This design comes from an exercise in tuning for small area, a short achievable clock period and few clock cycles per item on the open sky130 flow, not from production work. Function was not checked in any run shown here: the RTL went through the layout flow alone.

`design.v`:
```
module ascon_round #(parameter [7:0] RC = 8'h00) (si, so);
    input  [319:0] si;
    output [319:0] so;
    wire [63:0] x0 = si[319:256], x1 = si[255:192], x2 = si[191:128] ^ {56'd0, RC},
                x3 = si[127:64], x4 = si[63:0];
    wire [63:0] a0 = x0 ^ x4, a4 = x4 ^ x3, a2 = x2 ^ x1;
    wire [63:0] b0 = a0 ^ (~x1 & a2), b1 = x1 ^ (~a2 & x3), b2 = a2 ^ (~x3 & a4),
                b3 = x3 ^ (~a4 & a0), b4 = a4 ^ (~a0 & x1);
    wire [63:0] y0 = b0 ^ b4, y1 = b1 ^ b0, y2 = ~b2, y3 = b3 ^ b2, y4 = b4;
    assign so[319:256] = y0 ^ {y0[18:0], y0[63:19]} ^ {y0[27:0], y0[63:28]};
    assign so[255:192] = y1 ^ {y1[60:0], y1[63:61]} ^ {y1[38:0], y1[63:39]};
    assign so[191:128] = y2 ^ {y2[0:0], y2[63:1]} ^ {y2[5:0], y2[63:6]};
    assign so[127:64]  = y3 ^ {y3[9:0], y3[63:10]} ^ {y3[16:0], y3[63:17]};
    assign so[63:0]    = y4 ^ {y4[6:0], y4[63:7]} ^ {y4[40:0], y4[63:41]};
endmodule
module ascon128a_top(CLK, RST, IN_VALID, IN_READY, SK, N, A, P, OUT_VALID, C, T);
    input CLK;
    input RST;
    input IN_VALID;
    output IN_READY;
    input [127:0] SK, N;
    input [127:0] A;
    input [127:0] P;
    output reg OUT_VALID;
    output reg [127:0] C;
    output reg [127:0] T;
    assign IN_READY = 1'b1;
    reg [127:0] k_0, n_0, a_0, p_0;
    reg v_0;
    always @(posedge CLK) begin
        k_0 <= SK; n_0 <= N; a_0 <= A; p_0 <= P;
        v_0 <= RST ? 1'b0 : IN_VALID;
    end
    wire [319:0] s_0 = {64'h80800c0800000000, k_0, n_0};
    wire [319:0] s_1;
    ascon_round #(.RC(8'hf0)) u_r1 (.si(s_0), .so(s_1));
    wire [319:0] s_2;
    ascon_round #(.RC(8'he1)) u_r2 (.si(s_1), .so(s_2));
    wire [319:0] s_3;
    ascon_round #(.RC(8'hd2)) u_r3 (.si(s_2), .so(s_3));
    wire [319:0] s_4;
    ascon_round #(.RC(8'hc3)) u_r4 (.si(s_3), .so(s_4));
    wire [319:0] s_5;
    ascon_round #(.RC(8'hb4)) u_r5 (.si(s_4), .so(s_5));
    wire [319:0] s_6;
    ascon_round #(.RC(8'ha5)) u_r6 (.si(s_5), .so(s_6));
    wire [319:0] s_7;
    ascon_round #(.RC(8'h96)) u_r7 (.si(s_6), .so(s_7));
    wire [319:0] s_8;
    ascon_round #(.RC(8'h87)) u_r8 (.si(s_7), .so(s_8));
    reg [319:0] s_1r;
    reg [127:0] k_1;
    reg v_1;
    reg [127:0] a_1;
    reg [127:0] p_1;
    always @(posedge CLK) begin
        s_1r <= s_8; k_1 <= k_0;
        v_1 <= RST ? 1'b0 : v_0;
        a_1 <= a_0;
        p_1 <= p_0;
    end
    wire [319:0] s_9;
    ascon_round #(.RC(8'h78)) u_r9 (.si(s_1r), .so(s_9));
    wire [319:0] s_10;
    ascon_round #(.RC(8'h69)) u_r10 (.si(s_9), .so(s_10));
    wire [319:0] s_11;
    ascon_round #(.RC(8'h5a)) u_r11 (.si(s_10), .so(s_11));
    wire [319:0] s_12;
    ascon_round #(.RC(8'h4b)) u_r12 (.si(s_11), .so(s_12));
    wire [319:0] s_13 = s_12 ^ {a_1, 64'd0, k_1};
    wire [319:0] s_14;
    ascon_round #(.RC(8'hb4)) u_r13 (.si(s_13), .so(s_14));
    wire [319:0] s_15;
    ascon_round #(.RC(8'ha5)) u_r14 (.si(s_14), .so(s_15));
    wire [319:0] s_16;
    ascon_round #(.RC(8'h96)) u_r15 (.si(s_15), .so(s_16));
    wire [319:0] s_17;
    ascon_round #(.RC(8'h87)) u_r16 (.si(s_16), .so(s_17));
    reg [319:0] s_2r;
    reg [127:0] k_2;
    reg v_2;
    reg [127:0] p_2;
    always @(posedge CLK) begin
        s_2r <= s_17; k_2 <= k_1;
        v_2 <= RST ? 1'b0 : v_1;
        p_2 <= p_1;
    end
    wire [319:0] s_18;
    ascon_round #(.RC(8'h78)) u_r17 (.si(s_2r), .so(s_18));
    wire [319:0] s_19;
    ascon_round #(.RC(8'h69)) u_r18 (.si(s_18), .so(s_19));
    wire [319:0] s_20;
    ascon_round #(.RC(8'h5a)) u_r19 (.si(s_19), .so(s_20));
    wire [319:0] s_21;
    ascon_round #(.RC(8'h4b)) u_r20 (.si(s_20), .so(s_21));
    wire [319:0] s_22 = s_21 ^ {p_2, 191'd0, 1'b1};
    wire [319:0] s_23;
    ascon_round #(.RC(8'hb4)) u_r21 (.si(s_22), .so(s_23));
    wire [319:0] s_24;
    ascon_round #(.RC(8'ha5)) u_r22 (.si(s_23), .so(s_24));
    wire [319:0] s_25;
    ascon_round #(.RC(8'h96)) u_r23 (.si(s_24), .so(s_25));
    wire [319:0] s_26;
    ascon_round #(.RC(8'h87)) u_r24 (.si(s_25), .so(s_26));
    reg [319:0] s_3r;
    reg [127:0] k_3;
    reg v_3;
    reg [127:0] c_3;
    always @(posedge CLK) begin
        s_3r <= s_26; k_3 <= k_2;
        v_3 <= RST ? 1'b0 : v_2;
        c_3 <= s_22[319:192];
    end
    wire [319:0] s_27;
    ascon_round #(.RC(8'h78)) u_r25 (.si(s_3r), .so(s_27));
    wire [319:0] s_28;
    ascon_round #(.RC(8'h69)) u_r26 (.si(s_27), .so(s_28));
    wire [319:0] s_29;
    ascon_round #(.RC(8'h5a)) u_r27 (.si(s_28), .so(s_29));
    wire [319:0] s_30;
    ascon_round #(.RC(8'h4b)) u_r28 (.si(s_29), .so(s_30));
    wire [319:0] s_31 = s_30 ^ {128'd0, k_3, 64'd0};
    wire [319:0] s_32;
    ascon_round #(.RC(8'hf0)) u_r29 (.si(s_31), .so(s_32));
    wire [319:0] s_33;
    ascon_round #(.RC(8'he1)) u_r30 (.si(s_32), .so(s_33));
    wire [319:0] s_34;
    ascon_round #(.RC(8'hd2)) u_r31 (.si(s_33), .so(s_34));
    wire [319:0] s_35;
    ascon_round #(.RC(8'hc3)) u_r32 (.si(s_34), .so(s_35));
    reg [319:0] s_4r;
    reg [127:0] k_4;
    reg v_4;
    reg [127:0] c_4;
    always @(posedge CLK) begin
        s_4r <= s_35; k_4 <= k_3;
        v_4 <= RST ? 1'b0 : v_3;
        c_4 <= c_3;
    end
    wire [319:0] s_36;
    ascon_round #(.RC(8'hb4)) u_r33 (.si(s_4r), .so(s_36));
    wire [319:0] s_37;
    ascon_round #(.RC(8'ha5)) u_r34 (.si(s_36), .so(s_37));
    wire [319:0] s_38;
    ascon_round #(.RC(8'h96)) u_r35 (.si(s_37), .so(s_38));
    wire [319:0] s_39;
    ascon_round #(.RC(8'h87)) u_r36 (.si(s_38), .so(s_39));
    wire [319:0] s_40;
    ascon_round #(.RC(8'h78)) u_r37 (.si(s_39), .so(s_40));
    wire [319:0] s_41;
    ascon_round #(.RC(8'h69)) u_r38 (.si(s_40), .so(s_41));
    wire [319:0] s_42;
    ascon_round #(.RC(8'h5a)) u_r39 (.si(s_41), .so(s_42));
    wire [319:0] s_43;
    ascon_round #(.RC(8'h4b)) u_r40 (.si(s_42), .so(s_43));
    always @(posedge CLK) begin
        C <= c_4;
        T <= s_43[127:0] ^ k_4;
        OUT_VALID <= RST ? 1'b0 : v_4;
    end
endmodule
```
`flow/run.sh`:
```
#!/bin/bash
# Own layout flow: the standard ORFS flow, run step by step, with
#  - synthesis without Yosys's half/full-adder extraction (extract_fa), and with an
#    area-oriented ABC mapping script (flow/abc_area.script, used through ABC_AREA=1 and a
#    copy of the ORFS scripts folder); registers and their names are unchanged;
#  - timing repair after placement aimed at the period the design can reach (a setup
#    slack margin), instead of only at the 82 ns clock, so the IO and stage paths get sized.
# Each step's full output goes to a log file of its own in the work folder.
set -euo pipefail
W=$(pwd)
rm -rf "$W/orfs_scripts"
cp -r "$FLOW_HOME/scripts" "$W/orfs_scripts"
cp "$W/flow/abc_area.script" "$W/orfs_scripts/abc_area.script"
ADDER_MAP_FILE= ABC_AREA=1 SCRIPTS_DIR="$W/orfs_scripts" bash standard.sh synth > log_synth.txt 2>&1
bash standard.sh floorplan > log_floorplan.txt 2>&1
export SETUP_SLACK_MARGIN=${MARGIN:-64}
bash standard.sh place > log_place.txt 2>&1
bash standard.sh cts > log_cts.txt 2>&1
bash standard.sh route > log_route.txt 2>&1
bash standard.sh finish > log_finish.txt 2>&1
test -f out/final.def
```
`flow/abc_area.script`:
```
&get -n
&st
&syn2
&dch
&nf -a -R 1000
&put
topo
stime -c
```
`standard.sh`:
```
#!/bin/bash
# synth_recipe.tcl (not shown) runs the flow's synth.tcl, then flattens the netlist and writes it again
# the make line also repeats each setting of config.mk as NAME=value (left out here)
make -C /OpenROAD-flow-scripts/flow DESIGN_CONFIG=/design/flow/config.mk WORK_HOME=/design/flow/orfs CLKGATE_MAP_FILE= SYNTH_SCRIPT=/design/flow/synth_recipe.tcl "${@:-finish}"
```
`config.mk`:
```
export PLATFORM = sky130hd
export DESIGN_NAME = ascon128a_top
export DESIGN_NICKNAME = ascon128a_top
export VERILOG_FILES = /design/flow/design.v
export SDC_FILE = /design/flow/constraint.sdc
export NUM_CORES = 8
export LEC_CHECK = 0
export CAP_MARGIN = 40
export CORE_MARGIN = 2
export CORE_UTILIZATION = 40
export SLEW_MARGIN = 40
```
`constraint.sdc`:
```
create_clock -name core_clock -period 82.0 [get_ports {CLK}]
set_input_delay 16.4000 -clock core_clock [delete_from_list [all_inputs] [get_ports {CLK}]]
set_output_delay 16.4000 -clock core_clock [all_outputs]
set_load 0.01 [all_outputs]
```
==> impl_results.md, run 1 <==
* Setup WS pre-CTS at 64420 ps
* Port bufs at 771
* DIE HEIGHT at 1210 um
* Outcome: stopped before the end
* Clock H-tree levels at 5
* CTS Buf Count at 379
* Clock Path Buffers at 5
* First Error: [ERROR GRT-0116] Global routing finished with congestion. Check the congestion regions in the DRC Viewer.
* Avg Synthesized Cell Area at 8.12 um^2
* Vias in the first global route at 523709
* First-pass GRT wire length at 5640000 um
* Distinct cells, synth at 45
* Total GRT Usage at 59.2%
* I/O pin count at 773
* Halt Stage: global routing
* Seq/Total Area, Yosys at 11.1%
* Hold_buf cts at 0
* Clock root cell: clkbuf_16
* Largest net degree at the start of global routing at 19
* Synth warn at 1
* #FFs+latches synth at 3206
* Syn Nets at 72028
* Post-synth EDFFs at 0
* Cells after Synth at 71513
* Post-Syn Area at 0.580 mm^2
* HPWL Detailed at 3960000 um
* Die width at 1210 um
* Std cell rows at 442
* Initial Utilization at 40.1%
* Leading register cell type out of synthesis: dfxtp_1
* Final Wtd Congestion at 1.25
* Total grt overflow at 19
* Post-CTS setup buffers at 0
* CTS Sinks at 3206
* Ys async rst share at 0%
* DP Area at 0.669 mm^2
==> cell usage after synthesis (20+ instances only) <==
master	instances	share of area (%)
xnor2_1	32751	49
xor2_1	12806	19
nor2_1	6810	4.4
nand2_1	3784	2.4
dfxtp_1	3206	11
nor2b_1	1955	2.1
mux2i_1	1775	3.1
a21oi_1	1532	1.3
o21ai_0	1405	1.2
nand2b_1	1084	1.2
clkinv_1	1023	0.66
and2_0	1001	1.1
nor3_1	698	0.60
nand3_1	272	0.23
maj3_1	249	0.43
or3_1	210	0.23
and3_1	201	0.22
a211oi_1	166	0.21
or2_0	124	0.13
nor3b_1	86	0.11
mux2_1	79	0.15
o211ai_1	62	0.080
a21o_1	45	0.058
o21a_1	39	0.050
nand3b_1	24	0.031
a21boi_0	20	0.026
==> layer usage <==
metal  GRT overflow  track usage, %
met4             16            55.4
met5              0            4.15
met2              3            77.1
met1              0            65.0
met3              0            36.0
==> stage by stage <==
stage | hold WS [ps] | std cells
after floorplan | 310 | 71513
after global placement | 310 | 94481
after detailed placement | 312 | 94492
after CTS | 218 | 95174
==> how the worst max path moves through the flow <==
stage | cells past startpoint | slack (ps) | to | start
after floorplan | 0 | 65270 | C[0] | C[0]$_DFF_P_
after detailed placement | 1 | 64420 | T[45] | T[45]$_DFF_P_
after global placement | 43 | 63750 | s_2r[284]$_DFF_P_ | s_1r[284]$_DFF_P_
after CTS | 1 | 63820 | T[76] | T[76]$_DFF_P_
==> timing repair <==
| item | 4_1_cts |
|---|---|
| endpoints found under the hold margin | 0 |
| endpoints found under the setup margin | 257 |
| pin swaps | 0 |
| gates resized for setup | 1540 |
==> logic make-up after synthesis <==
family | Yosys count | share of synthesized area (%)
AOI/OAI and AO/OA | 3366 | 3.10
xor gates and xnor gates | 45560 | 68.8
adders and majority gates | 249 | 0.429
buffers and inverters | 1024 | 0.663
DFF | 3206 | 11.1
muxes | 1854 | 3.21
other | 1 | 0.000646
and+or+nand+nor | 16253 | 12.8
==> run 2: changes to the inputs <==
--- a/flow/run.sh
+++ b/flow/run.sh
@@ -4,7 +4,9 @@
 #    area-oriented ABC mapping script (flow/abc_area.script, used through ABC_AREA=1 and a
 #    copy of the ORFS scripts folder); registers and their names are unchanged;
 #  - timing repair after placement aimed at the period the design can reach (a setup
-#    slack margin), instead of only at the 82 ns clock, so the IO and stage paths get sized.
+#    slack margin), instead of only at the 82 ns clock, so the IO and stage paths get sized;
+#  - a last repair_design pass on the final global routes (flow/post_grt.tcl), so no net
+#    is left near its slew or capacitance limit before detailed routing.
 # Each step's full output goes to a log file of its own in the work folder.
 set -euo pipefail
 W=$(pwd)
@@ -16,6 +18,6 @@
 export SETUP_SLACK_MARGIN=${MARGIN:-64}
 bash standard.sh place > log_place.txt 2>&1
 bash standard.sh cts > log_cts.txt 2>&1
-bash standard.sh route > log_route.txt 2>&1
+POST_GLOBAL_ROUTE_TCL="$W/flow/post_grt.tcl" bash standard.sh route > log_route.txt 2>&1
 bash standard.sh finish > log_finish.txt 2>&1
 test -f out/final.def
==> flow/post_grt.tcl (new file) <==
# Post-global-route check (POST_GLOBAL_ROUTE hook): repair_timing and the incremental
# reroutes after it can leave a net slower than the repair margins aim for; re-run
# repair_design on the final global routes until it finds nothing left to fix.
set_propagated_clock [all_clocks]
for {set eco_pass 0} {$eco_pass < 3} {incr eco_pass} {
  estimate_parasitics -global_routing
  puts "POST-GRT pass $eco_pass: [sta::max_slew_violation_count] max-slew, [sta::max_capacitance_violation_count] max-cap violations"
  global_route -start_incremental
  utl::teeStringBegin
  repair_design_helper
  set said [utl::teeStringEnd]
  set changed [regexp {RSZ-00(38|39)} $said]
  detailed_placement
  global_route -end_incremental -congestion_report_file $::env(REPORTS_DIR)/congestion_post_grt_hook.rpt
  if {!$changed} { break }
}
estimate_parasitics -global_routing
puts "POST-GRT final: [sta::max_slew_violation_count] max-slew, [sta::max_capacitance_violation_count] max-cap violations"
--- a/config.mk
+++ b/config.mk
@@ -6,6 +6,6 @@
 export NUM_CORES = 8
 export LEC_CHECK = 0
 export CAP_MARGIN = 40
-export CORE_MARGIN = 2
+export CORE_MARGIN = 15
 export CORE_UTILIZATION = 40
 export SLEW_MARGIN = 40
==> impl_results.md, run 2 <==
* Outcome: finished clean
* Final Hold Fails at 0
* Post-synth top cells: 32751 x xnor2_1, 12806 x xor2_1, 6810 x nor2_1
* Total GRT Usage at 55.1%
* Clock root cell: clkbuf_16
* Post-CTS setup buffers at 0 (unchanged)
* Seq/Total Area, Yosys at 11.1% (unchanged)
* Actual slew at the worst max-slew pin at 1260 ps
* Crit Path Max Fanout at 1
* Die width at 1230 um (+2.2%)
* Final Setup Violations at 0
* Crit Reg-Reg Endpoint: s_1r[279]$_DFF_P_
* Total grt overflow at 0
* Die ar. at 1.52 mm^2
* Hold_buf cts at 0 (unchanged)
* Max-slew headroom at 15.3%
* Syn Nets at 72028 (unchanged)
* First-pass GRT wire length at 5450000 um
* Final Skew at 209 ps
* Commonest non-fill, non-tap cell in the layout: xnor2_1
* DRC viols at 0
* Ys async rst share at 0% (unchanged)
* TritonCTS clock tree: yes
* WP data required at 65600 ps
* Distinct cells, synth at 45 (unchanged)
* Core Footprint at 1.45 mm^2
* Fin worst setup slack at 63610 ps
* Worst-skew pair later-pin latency at 1320 ps
* Post-synth top area share at 49.4% (unchanged)
* Worst-path clk slew at 70 ps
* WP depth at 1
* Slowest CP cell: dfxtp_4
* Worst setup EP type: output pin
* Critical path's top delay family: flip-flops
* Final worst-path cycle share at 22.4%
* Leading register cell type out of synthesis: dfxtp_1
* Initial Utilization at 40.1% (about the same)
* CP endpoint: T[96]
* Worst r2r src: k_0[71]$_DFF_P_
* CTS Sinks at 3206 (unchanged)
* Most frequent cell after synthesis: xnor2_1
* Pins Over Slew Limit at 0
* Tmin final at 18390 ps
* Most frequent cells in the layout: 28792 x xnor2_1, 11910 x xor2_1, 6809 x nor2_1
* Synth warn at 1 (unchanged)
* Initial antenna violation count at 563
* Setup WS pre-CTS at 64000 ps (-426 ps)
* Metal-1 WL at 1560000 um
* Worst path max stage delay at 620 ps
* Vias in the first global route at 500016
* Nets@finish at 75887
* Drt first pass iters at 10
* Post-Syn Area at 0.580 mm^2 (unchanged)
* Layout area overhead at 19.3%
* Worst EP arrival at 1990 ps
* Buf+Inv Stages, Crit Path at 1
* Clock Path Buffers at 5 (unchanged)
* Routed met3 length at 683000 um
* Setup crit start: T[96]$_DFF_P_
* Cells after Synth at 71513 (unchanged)
* Highest Signal Layer: met5
* Leading area contributor after synthesis: xnor2_1
* I/O pin count at 773 (unchanged)
* CTS Buf Count at 379 (unchanged)
* Clock H-tree levels at 5 (unchanged)
* DRT antenna net count at 0
* Area contributors post-synth: xnor2_1 49%, xor2_1 19%, dfxtp_1 11%
* R2R depth at 46
* Reg2reg setup slack at 63750 ps
* Post-synth EDFFs at 0 (unchanged)
* Final WL at 4440000 um
* Largest net degree at the start of global routing at 20
* Critical path type: reg2out
* Final Wtd Congestion at 1.24 (-0.67%)
* Avg Synthesized Cell Area at 8.12 um^2 (unchanged)
* Layout cells sized above 1 at 11.9%
* Vias per inst at 5.92
* Post-cts sizing count at 1478 (-4.0%)
* DIE HEIGHT at 1230 um (+2.2%)
* Via count at 570329
* Port bufs at 771 (unchanged)
* #FFs+latches synth at 3206 (unchanged)
* Std cell rows at 442 (unchanged)
* Setup TNS Final at 0 ps
* HPWL Detailed at 3970000 um (+0.22%)
* FMAX at 0.0544 GHz
* Met2 WL at 1620000 um
* Final core utilization at 47.8%
* CP cell instances: buf_6
* Max Cap Violations at 0
* Initial DRC Count at 94295
* Critical path launch point type: flip-flop
* Worst Hold Class: reg2reg
* Post-DR wirelength/cell at 46.1 um
-- run 2: cell counts after synthesis --
Identical to the previous run, type by type.
-- run 2: worst min-delay path by stage --
| stage | startpoint | cells after the start | to |
|---|---|---|---|
| final | k_2[118]$_DFF_P_ | 0 | k_3[118]$_DFF_P_ |
| after CTS | k_2[118]$_DFF_P_ | 0 | k_3[118]$_DFF_P_ |
| after detailed placement | k_2[83]$_DFF_P_ | 0 | k_3[83]$_DFF_P_ |
| after global placement | k_2[86]$_DFF_P_ | 0 | k_3[86]$_DFF_P_ |
| after floorplan | c_4[0]$_DFF_P_ | 0 | C[0]$_DFF_P_ |
-- run 2: cells by family (layout without fill, tap and decap cells) --
family,after synthesis,in the layout,share of synthesized area [%]
fa+ha+maj,249,249,0.429
xor+xnor,45560,45560,68.8
other cells,1,1420,0.000646
flops,3206,3206,11.1
compound gates,3366,3366,3.10
simple gates,16253,16253,12.8
mux,1854,1854,3.21
buf+inv,1024,5186,0.663
-- run 2: cell type report --
cell class                       count  area [um^2]
Timing Repair Buffer              3479        28400
Fill cell                       144073       755000
Antenna cell                      1419         3550
Tap cell                         19314        24200
Clock buffer                       470        10300
Multi-Input combinational cell   67283       554000
Inverter                          1023         3850
Clock inverter                     214         3040
Sequential cell                   3206        64800
-- run 2: per-stage QoR --
stage | area [um^2] | std cells | hold WS, ps
6_report | 692000 | 96408 | 196
4_1_cts | 681000 | 94967 | 188
3_5_place_dp | 668000 | 94283 | 312
3_3_place_gp | 636000 | 94274 | 310
2_1_floorplan | 580000 | 71513 | 310
-- run 2: worst register-to-register path: cells and delay by family, from the launching register on --
kind	cells	cell delay (ps)
xor+xnor	34	14770
buf+inv	4	1310
flops	1	310
mux	1	650
simple gates	7	1060
-- run 2: per-layer routing --
metal  vias to the layer above  track usage [%]
li1                     230880                -
met1                    272797             61.0
met2                     50102             71.7
met3                     16252             29.7
met4                       298             56.6
met5                         -             2.53
==> run 3: changes to the inputs <==
--- a/flow/run.sh
+++ b/flow/run.sh
@@ -15,7 +15,7 @@
 cp "$W/flow/abc_area.script" "$W/orfs_scripts/abc_area.script"
 ADDER_MAP_FILE= ABC_AREA=1 SCRIPTS_DIR="$W/orfs_scripts" bash standard.sh synth > log_synth.txt 2>&1
 bash standard.sh floorplan > log_floorplan.txt 2>&1
-export SETUP_SLACK_MARGIN=${MARGIN:-64}
+export SETUP_SLACK_MARGIN=${MARGIN:-63.8}
 bash standard.sh place > log_place.txt 2>&1
 bash standard.sh cts > log_cts.txt 2>&1
 POST_GLOBAL_ROUTE_TCL="$W/flow/post_grt.tcl" bash standard.sh route > log_route.txt 2>&1
--- a/config.mk
+++ b/config.mk
@@ -5,7 +5,7 @@
 export SDC_FILE = /design/flow/constraint.sdc
 export NUM_CORES = 8
 export LEC_CHECK = 0
-export CAP_MARGIN = 40
+export CAP_MARGIN = 25
 export CORE_MARGIN = 15
 export CORE_UTILIZATION = 40
-export SLEW_MARGIN = 40
+export SLEW_MARGIN = 25
==> impl_results.md, run 3 <==
* Final Hold Fails at 0 (unchanged)
* Post-synth top cells: 32751 x xnor2_1, 12806 x xor2_1, 6810 x nor2_1
* Most frequent cell after synthesis: xnor2_1
* Pins Over Slew Limit at 0 (unchanged)
* Max Cap Violations at 0 (unchanged)
* Design area at 0.664 mm^2 (-4.1%)
* Clock H-tree levels at 5 (unchanged)
* Port bufs at 771 (unchanged)
* Die ar. at 1.52 mm^2 (unchanged)
* Vias per inst at 5.92 (about the same)
* Post-synth top area share at 49.4% (unchanged)
* Area contributors post-synth: xnor2_1 49%, xor2_1 19%, dfxtp_1 11%
* Worst setup EP type: flip-flop
* Initial antenna violation count at 548 (-2.7%)
* Hold_buf cts at 0 (unchanged)
* WP data required at 83060 ps (+17460 ps)
* Final worst-path cycle share at 23.6% (+1.2 points)
* #FFs+latches synth at 3206 (unchanged)
* Nets@finish at 75950 (+0.083%)
* Tmin final at 19380 ps (+988 ps)
* Critical path's top delay family: XOR/XNOR gates
* Syn Nets at 72028 (unchanged)
* Finished Layout Cells at 96403 (-0.0052%)
* First-pass GRT wire length at 5430000 um (-0.27%)
* Worst-path clk slew at 70 ps (about the same)
* Core Footprint at 1.45 mm^2 (unchanged)
* Ys async rst share at 0% (unchanged)
* Clock root cell: clkbuf_16
* Max-slew headroom at 6.09% (-9.2 points)
* Setup crit start: k_0[91]$_DFF_P_
* Worst-skew pair later-pin latency at 1380 ps (+60 ps)
* DIE HEIGHT at 1230 um (unchanged)
* Buf+Inv Stages, Crit Path at 2 (+1)
* Post-cts sizing count at 636 (-57%)
* Total GRT Usage at 54.9% (-0.18 points)
* Seq/Total Area, Yosys at 11.1% (unchanged)
* Fillers at 146878 (+1.9%)
* Synth Area in Adders at 0.429% (unchanged)
* Post-Syn Area at 0.580 mm^2 (unchanged)
* Setup WS pre-CTS at 63870 ps (-124 ps)
* Cells after Synth at 71513 (unchanged)
* Critical path type: reg2reg
* Final core utilization at 45.9% (-1.9 points)
* Largest net degree at the start of global routing at 21 (+5.0%)
* FMAX at 0.0516 GHz (-5.1%)
* Vias in the first global route at 495875 (-0.83%)
* Drt first pass iters at 15 (+5)
* Top Usage Layer GRT: met2
* Most frequent cells in the layout: 31440 x xnor2_1, 12528 x xor2_1, 6810 x nor2_1
* Total grt overflow at 0 (unchanged)
* Crit Path Max Fanout at 6 (+5)
* Final WL at 4430000 um (-0.25%)
* DP Area at 0.641 mm^2 (-4.1%)
* Cells after DPL at 94291 (+0.0085%)
* GR Layer Usage met2 at 71.6% (-0.10 points)
* Final Setup Violations at 0 (unchanged)
* Initial DRC Count at 95318 (+1.1%)
* Actual slew at the worst max-slew pin at 1400 ps (+134 ps)
* Leading area contributor after synthesis: xnor2_1
* Multiplexer share of the synthesized area at 3.21% (unchanged)
* Post-synthesis compound-gate area fraction at 3.10% (unchanged)
* Avg Synthesized Cell Area at 8.12 um^2 (unchanged)
* TritonCTS clock tree: yes
* Die width at 1230 um (unchanged)
* Final Wtd Congestion at 1.24 (unchanged)
* Hold path start: k_2[0]$_DFF_P_
* DRC viols at 0 (unchanged)
* Via count at 570719 (+0.068%)
* Synth Area in XOR/XNOR at 68.8% (unchanged)
* Post-synthesis simple-gate area fraction at 12.8% (unchanged)
* Layout cells sized above 1 at 6.96% (-4.9 points)
* DRT antenna net count at 0 (unchanged)
* I/O pin count at 773 (unchanged)
* Worst hold slack at 273 ps (+76.6 ps)
* Post-DR wirelength/cell at 46.0 um (-0.24%)
* Worst EP arrival at 20440 ps (+18450 ps)
* Outcome: finished clean
* Worst Hold Class: reg2reg
* Worst r2r src: k_0[91]$_DFF_P_
* Slowest CP cell: xor2_1
* CTS Buf Count at 383 (+1.1%)
* Clock Path Buffers at 5 (unchanged)
* Initial Utilization at 40.1% (unchanged)
* Leading register cell type out of synthesis: dfxtp_1
* GR Util met3 at 29.5% (-0.19 points)
* Critical path launch point type: flip-flop
* HPWL Detailed at 3970000 um (-0.13%)
* Worst path max stage delay at 1060 ps (+440 ps)
* Layout area overhead at 14.5%
* Post-synth EDFFs at 0 (unchanged)
* Setup TNS Final at 0 ps (unchanged)
* Distinct cells, synth at 45 (unchanged)
* Std cell rows at 442 (unchanged)
* Final Skew at 233 ps (+24.2 ps)
* CTS Sinks at 3206 (unchanged)
* Fin worst setup slack at 62620 ps (-988 ps)
* Post-CTS setup buffers at 0 (unchanged)
* Commonest non-fill, non-tap cell in the layout: xnor2_1
* Grt met1 use at 60.8% (-0.15 points)
* Synth warn at 1 (unchanged)
* Largest family of logic cells by synthesized area: XOR/XNOR gates
* Most used cell, CP: xnor2_1
==> run 3: cell types whose count changed in the layout (fill, tap and decap cells not counted), sizes merged, moves of 8 or more <==
| cell | change |
|---|---|
| buf | -148 |
| clkbuf | +14 |
| clkdlybuf4s15 | +86 |
| clkinv | -14 |
| clkinvlp | +8 |
| diode | -70 |
| dlygate4sd2 | +113 |
| inv | +10 |
==> run 3: path summary, 6_finish.rpt <==
kind | end | slack, ps | cells after the start
worst min-delay path | k_3[0]$_DFF_P_ | 270 | 0
worst max register to register | s_1r[300]$_DFF_P_ | 62620 | 41
worst max-delay path | s_1r[300]$_DFF_P_ | 62620 | 41
worst min register to register | k_3[0]$_DFF_P_ | 270 | 0
==> run 3: area by class of cell <==
cell class              count  area, um^2  area share [%]
inverters                1023        3850           0.580
clock inverters           213        3040           0.458
clock buffers             477       10500            1.58
diodes                   1349        3380           0.508
multi-input cells       67283      526000            79.2
well taps               19314       24200            3.64
flip-flops and latches   3206       64400            9.69
repair buffers           3538       28800            4.34
==> run 3: worst reg2reg max path: cells and delay by family (launching register included) <==
kind	cells	cell delay (ps)
flip-flops	1	810
XOR/XNOR	31	16370
AND/OR/NAND/NOR	4	500
buffers and inverters	2	240
multiplexers	4	1220
==> run 3: routing by layer <==
metal  wire (um)  vias up
met5        5530        -
met4      569000      309
met3      673000    16339
met2     1620000    50926
met1     1560000   271694
li1            -   231451
==> run 3: cells by family after synthesis <==
group           count (synthesis)
compound gates               3366
xor+xnor                    45560
fa+ha+maj                     249
buf+inv                      1024
flops                        3206
mux                          1854
other cells                     1
simple gates                16253
==> run 4: changes to the inputs <==
--- a/flow/run.sh
+++ b/flow/run.sh
@@ -5,6 +5,8 @@
 #    copy of the ORFS scripts folder); registers and their names are unchanged;
 #  - timing repair after placement aimed at the period the design can reach (a setup
 #    slack margin), instead of only at the 82 ns clock, so the IO and stage paths get sized;
+#  - clock tree synthesis without dummy loads (CTS_ARGS), and input/output port buffers
+#    of the smallest buffer cell (BUFFER_PORTS_ARGS; timing repair upsizes those it must);
 #  - a last repair_design pass on the final global routes (flow/post_grt.tcl), so no net
 #    is left near its slew or capacitance limit before detailed routing.
 # Each step's full output goes to a log file of its own in the work folder.
@@ -15,7 +17,9 @@
 cp "$W/flow/abc_area.script" "$W/orfs_scripts/abc_area.script"
 ADDER_MAP_FILE= ABC_AREA=1 SCRIPTS_DIR="$W/orfs_scripts" bash standard.sh synth > log_synth.txt 2>&1
 bash standard.sh floorplan > log_floorplan.txt 2>&1
-export SETUP_SLACK_MARGIN=${MARGIN:-63.8}
+export SETUP_SLACK_MARGIN=${MARGIN:-64.5}
+export BUFFER_PORTS_ARGS="-buffer_cell sky130_fd_sc_hd__buf_1"
+export CTS_ARGS="-sink_clustering_enable -repair_clock_nets -dont_use_dummy_load"
 bash standard.sh place > log_place.txt 2>&1
 bash standard.sh cts > log_cts.txt 2>&1
 POST_GLOBAL_ROUTE_TCL="$W/flow/post_grt.tcl" bash standard.sh route > log_route.txt 2>&1
==> flow/post_grt.tcl (replaced) <==
# Post-global-route pass (POST_GLOBAL_ROUTE hook): repair_timing and the incremental
# reroutes after it can leave a net slower than the repair margins aim for, and detailed
# routing adds more. Re-run repair_design (with margins of POST_GRT_MARGIN percent, 30 by
# default), then repair_timing, on the final global routes, rerouting what each
# changes, until repair_design finds nothing left to fix.
set_propagated_clock [all_clocks]
proc post_grt_reroute {} {
  detailed_placement
  global_route -end_incremental -congestion_report_file $::env(REPORTS_DIR)/congestion_post_grt_hook.rpt
  estimate_parasitics -global_routing
}
for {set eco_pass 0} {$eco_pass < 4} {incr eco_pass} {
  estimate_parasitics -global_routing
  puts "POST-GRT pass $eco_pass: [sta::max_slew_violation_count] max-slew, [sta::max_capacitance_violation_count] max-cap violations, worst slack [worst_slack -max]"
  global_route -start_incremental
  utl::teeStringBegin
  set eco_margin [expr {[info exists ::env(POST_GRT_MARGIN)] ? $::env(POST_GRT_MARGIN) : 30}]
  repair_design -verbose -slew_margin $eco_margin -cap_margin $eco_margin -match_cell_footprint
  set said [utl::teeStringEnd]
  post_grt_reroute
  if {![regexp {RSZ-00(38|39)} $said]} { break }
  global_route -start_incremental
  repair_timing_helper -setup
  post_grt_reroute
}
puts "POST-GRT final: [sta::max_slew_violation_count] max-slew, [sta::max_capacitance_violation_count] max-cap violations, worst slack [worst_slack -max]"
--- a/config.mk
+++ b/config.mk
@@ -8,4 +8,5 @@
 export CAP_MARGIN = 25
 export CORE_MARGIN = 15
 export CORE_UTILIZATION = 40
+export GPL_TIMING_DRIVEN = 0
 export SLEW_MARGIN = 25
==> impl_results.md, run 4 <==
* I/O pin count at 773 (unchanged)
* Initial antenna violation count at 622
* #FFs+latches synth at 3206 (unchanged)
* Post-Syn Area at 0.580 mm^2 (unchanged)
* CTS Sinks at 3206 (unchanged)
* Seq/Total Area, Yosys at 11.1% (unchanged)
* Total GRT Usage at 50.1%
* Clock Path Buffers at 5 (unchanged)
* Final Wtd Congestion at 1.42 (+14%)
* Post-synth top cells: 32751 x xnor2_1, 12806 x xor2_1, 6810 x nor2_1
* Area contributors post-synth: xnor2_1 49%, xor2_1 19%, dfxtp_1 11%
* Port bufs at 771 (unchanged)
* Total grt overflow at 4
* Ys async rst share at 0% (unchanged)
* Syn Nets at 72028 (unchanged)
* Clock root cell: clkbuf_16
* Outcome: stopped before the end
* Cells after Synth at 71513 (unchanged)
* Post-CTS setup buffers at 0 (unchanged)
* CTS Buf Count at 370 (-3.4%)
* Most frequent cell after synthesis: xnor2_1
* Distinct cells, synth at 45 (unchanged)
* Hold_buf cts at 0 (unchanged)
* Post-synth EDFFs at 0 (unchanged)
* Halt Stage: global routing
* HPWL Detailed at 3220000 um (-19%)
* Synth warn at 1 (unchanged)
* Leading area contributor after synthesis: xnor2_1
* Worst End Pin Type: output port
* Post-synth top area share at 49.4% (unchanged)
* Worst_ep grt: C[75]
* Initial Utilization at 40.1% (unchanged)
* Die width at 1230 um (unchanged)
* DIE HEIGHT at 1230 um (unchanged)
* Leading register cell type out of synthesis: dfxtp_1
* Avg Synthesized Cell Area at 8.12 um^2 (unchanged)
* First Error: [ERROR GRT-0232] Routing congestion too high. Check the congestion heatmap in the GUI.
* Largest net degree at the start of global routing at 20
* Std cell rows at 442 (unchanged)
* Clock H-tree levels at 5 (unchanged)
-- run 4: cell counts after synthesis --
Identical to the previous run, type by type.
-- run 4: per-layer routing --
metal,global-route usage [%],overflow
met1,50.4,0
met2,59.0,2
met3,42.4,0
met4,47.5,2
met5,29.0,0
-- run 4: cells by family after synthesis --
family          count (synthesis)  synth area share (%)
xor+xnor                    45560                  68.8
compound gates               3366                  3.10
mux                          1854                  3.21
simple gates                16253                  12.8
buf+inv                      1024                 0.663
flops                        3206                  11.1
other cells                     1              0.000646
fa+ha+maj                     249                 0.429
-- run 4: what timing repair did --
item / 4_1_cts
setup endpoints to repair: 336
resized for setup: 1096
endpoints found under the hold margin: 0
-- run 4: worst min-delay path by stage --
stage,startpoint,to,slack [ps],depth (start not counted)
after floorplan,c_4[0]$_DFF_P_,C[0]$_DFF_P_,310,0
after global placement,k_2[55]$_DFF_P_,k_3[55]$_DFF_P_,310,0
after detailed placement,k_2[44]$_DFF_P_,k_3[44]$_DFF_P_,310,0
after CTS,k_2[27]$_DFF_P_,k_3[27]$_DFF_P_,230,0
-- run 4: through the flow --
stage / cell area, um^2 / worst slack [ps] / instances
2_1_floorplan: 580000 / 65270 / 71513
3_5_place_dp: 615000 / 63940 / 91744
4_1_cts: 627000 / 63600 / 92114
3_3_place_gp: 607000 / 61900 / 91598

-- afterwards: timing with drivers on the ports --
The results above use ideal ports. As a check the final layouts listed here were re-extracted and re-timed, cells and wires unchanged. Step 1, drivers: a clkbuf_16 drives CLK and a buf_2 each remaining input, both assumed. Step 2 moves the port delays by t, midway between the first and last clock arrival at a register: inputs arrive t later, outputs are due t later. That takes back most of the time a late clock gives input paths. a / b / c = ideal / step 1 / step 2; a / b = the first two.
run | t, ns | slack for setup (ns) | hold WS [ns] | latest minus earliest clock arrival (ns)
run 2 | 1.418 | 63.610 / 63.405 / 63.746 | 0.196 / 0.196 / 0.196 | 0.218 / 0.217
run 3 | 1.457 | 62.622 / 62.622 / 62.622 | 0.273 / 0.273 / 0.273 | 0.284 / 0.284
After both steps setup and hold are still met in every run listed.
